Context: an optimization exercise on an open-source flow, tuned for small area and a short achievable clock period. The choices shown serve that exercise and are no tape-out recipe. Only simulation tests tie the RTL to the original design; equivalence was not proved. Power figures rest on the tool's default switching activity, not on a simulated workload.

Design mips_core, start of the top module:
module mips_core(
	input clk,
	input rst,
	input fwd_en,
	output [31:0] imem_addr,
	input  [31:0] imem_rdata,
	output [31:0] dmem_addr,
	output [31:0] dmem_wdata,
	output dmem_we,
	output dmem_re,
	input  [31:0] dmem_rdata,
	output wb_en,
	output [4:0] wb_dst,
	output [31:0] wb_data
);
make LEC_CHECK=0 CAP_MARGIN=20 CORE_MARGIN=2 CORE_UTILIZATION=40 CTS_CLUSTER_DIAMETER=70 CTS_CLUSTER_SIZE=30 PLACE_DENSITY=0.55 SETUP_SLACK_MARGIN=4.5 SLEW_MARGIN=20 finish   # period 8.0 ns
run.sh (not shown) runs the stock make flow with config.mk's settings and CLKGATE_MAP_FILE= SYNTH_SCRIPT=/design/flow/synth_recipe.tcl, a recipe that flattens the netlist after the stock synthesis.
Change:
--- a/flow/design.v
+++ b/flow/design.v
@@ -8,23 +8,30 @@
 	output [31:0] dmem_wdata,
 	output dmem_we,
 	output dmem_re,
 	input  [31:0] dmem_rdata,
 	output wb_en,
 	output [4:0] wb_dst,
 	output [31:0] wb_data
 );
 	reg  [31:2] pc;
 	reg  [31:16] ir_hi;           
 	reg  [15:0]  ir_lo;           
-	reg         ex_wb, ex_mr, ex_mw, ex_bez, ex_bne, ex_jmp;
+	reg         ex_wb_r, ex_mr_r, ex_mw_r, ex_bez_r, ex_bne_r, ex_jmp_r;
+	reg         ex_kill;
+	wire        ex_wb  = ex_wb_r  & !ex_kill;
+	wire        ex_mr  = ex_mr_r  & !ex_kill;
+	wire        ex_mw  = ex_mw_r  & !ex_kill;
+	wire        ex_bez = ex_bez_r & !ex_kill;
+	wire        ex_bne = ex_bne_r & !ex_kill;
+	wire        ex_jmp = ex_jmp_r & !ex_kill;
 	reg         ex_sub;
 	reg         ex_r_add, ex_r_and, ex_r_or, ex_r_nor, ex_r_xor, ex_r_sh;   
 	reg         ex_sh_left, ex_sh_arith;
 	reg  [16:0] ex_imm;               
 	reg  [4:0]  ex_dst;
 	reg  [31:0] ex_a, ex_b;
 	reg         ex_f1e, ex_f1m, ex_f1r;    
 	reg         ex_f2e, ex_f2m, ex_f2r;    
 	reg         ex_ye, ex_ym, ex_yr, ex_yi;  
 	reg         m_wb, m_mr, m_mw;
 	reg  [31:0] m_res, m_st;
@@ -104,27 +111,27 @@
 	generate
 		for (gk = 2; gk < 32; gk = gk + 1) begin : g_inc
 			if (gk == 2) begin : g0
 				assign pc_inc[gk] = !pc[gk];
 			end else begin : gn
 				assign pc_inc[gk] = pc[gk] ^ (&pc[gk-1:2]);
 			end
 		end
 	endgenerate
 	wire        sh_left  = ex_sh_left;
 	wire        sh_fill  = ex_sh_arith & x[31];
-	wire        sh_big   = |y[31:5];
+	wire        sh_big   = |fb[31:5];
 	reg  [31:0] x_rev, r_rev;
 	wire [31:0] sh_in = sh_left ? x_rev : x;
 	wire signed [32:0] sh_sin = {sh_fill, sh_in};
-	wire signed [32:0] sh_ext = sh_sin >>> y[4:0];
+	wire signed [32:0] sh_ext = sh_sin >>> fb[4:0];
 	wire [31:0] sh_r = sh_ext[31:0];
 	always @(*) begin
 		for (k = 0; k < 32; k = k + 1) begin
 			x_rev[k] = x[31-k];
 			r_rev[k] = sh_r[31-k];
 		end
 	end
 	wire [31:0] sh_out = sh_big ? {32{sh_fill}} : (sh_left ? r_rev : sh_r);
 	wire [31:0] res = ({32{ex_r_add}} & sum)
 	                | ({32{ex_r_and}} & (x & y))
 	                | ({32{ex_r_or}}  & (x | y))
@@ -140,25 +147,28 @@
 		else if (!freeze) pc <= pc_inc;
 	end
 	always @(posedge clk or posedge rst) begin
 		if (rst) ir_hi <= 16'd0;
 		else if (br_taken) ir_hi <= 16'd0;
 		else if (!freeze) ir_hi <= imem_rdata[31:16];
 	end
 	always @(posedge clk) begin
 		if (!freeze) ir_lo <= imem_rdata[15:0];
 	end
 	always @(posedge clk or posedge rst) begin
-		if (rst) {ex_wb, ex_mr, ex_mw, ex_bez, ex_bne, ex_jmp} <= 6'd0;
-		else if (br_taken | freeze) {ex_wb, ex_mr, ex_mw, ex_bez, ex_bne, ex_jmp} <= 6'd0;
-		else {ex_wb, ex_mr, ex_mw, ex_bez, ex_bne, ex_jmp} <= {d_wb, d_ld, d_st, d_bez, d_bne, d_jmp};
+		if (rst) {ex_wb_r, ex_mr_r, ex_mw_r, ex_bez_r, ex_bne_r, ex_jmp_r, ex_kill} <= 7'd0;
+		else begin
+			if (freeze) {ex_wb_r, ex_mr_r, ex_mw_r, ex_bez_r, ex_bne_r, ex_jmp_r} <= 6'd0;
+			else {ex_wb_r, ex_mr_r, ex_mw_r, ex_bez_r, ex_bne_r, ex_jmp_r} <= {d_wb, d_ld, d_st, d_bez, d_bne, d_jmp};
+			ex_kill <= br_taken;
+		end
 	end
 	always @(posedge clk) begin
 		ex_sub   <= (d_cmd == 4'd2);
 		ex_r_add <= (d_cmd == 4'd0) | (d_cmd == 4'd2);
 		ex_r_and <= (d_cmd == 4'd4);
 		ex_r_or  <= (d_cmd == 4'd5);
 		ex_r_nor <= (d_cmd == 4'd6);
 		ex_r_xor <= (d_cmd == 4'd7);
 		ex_r_sh  <= (d_cmd == 4'd8) | (d_cmd == 4'd9) | (d_cmd == 4'd10);
 		ex_sh_left  <= (d_cmd == 4'd8);
 		ex_sh_arith <= (d_cmd == 4'd9);
The new run completed with no timing, DRC or antenna violations.
Via count rises slightly.
Setup slack improved by 0.015 ns.
First-iteration DRC count rises by roughly a tenth.
Power falls by roughly a tenth.
Final area rises slightly.
Cell count rises slightly.

==> re-timing with driven ports <==
The flow's constraints put no driver on any port. The routed layouts listed below were extracted and timed again, unchanged, in two steps. Step 1, drivers: a clkbuf_16 drives clk and a buf_2 each remaining input, both assumed. Step 2 also shifts input and output timing later by t, the mid clock arrival at the registers, as if the neighbouring blocks saw the same clock. Slacks: no drivers / after step 1 / after step 2; pairs: no drivers / after step 1.
run | t (ns) | setup slack, ns | worst data-port slew with drivers (ns) | pins driven straight from the clock port
the first run | 0.823 | 4.270 / 4.270 / 4.270 | 0.07 | 1
the second run | 0.835 | 4.286 / 4.286 / 4.286 | 0.05 | 1
After both steps every run listed still meets setup and hold.
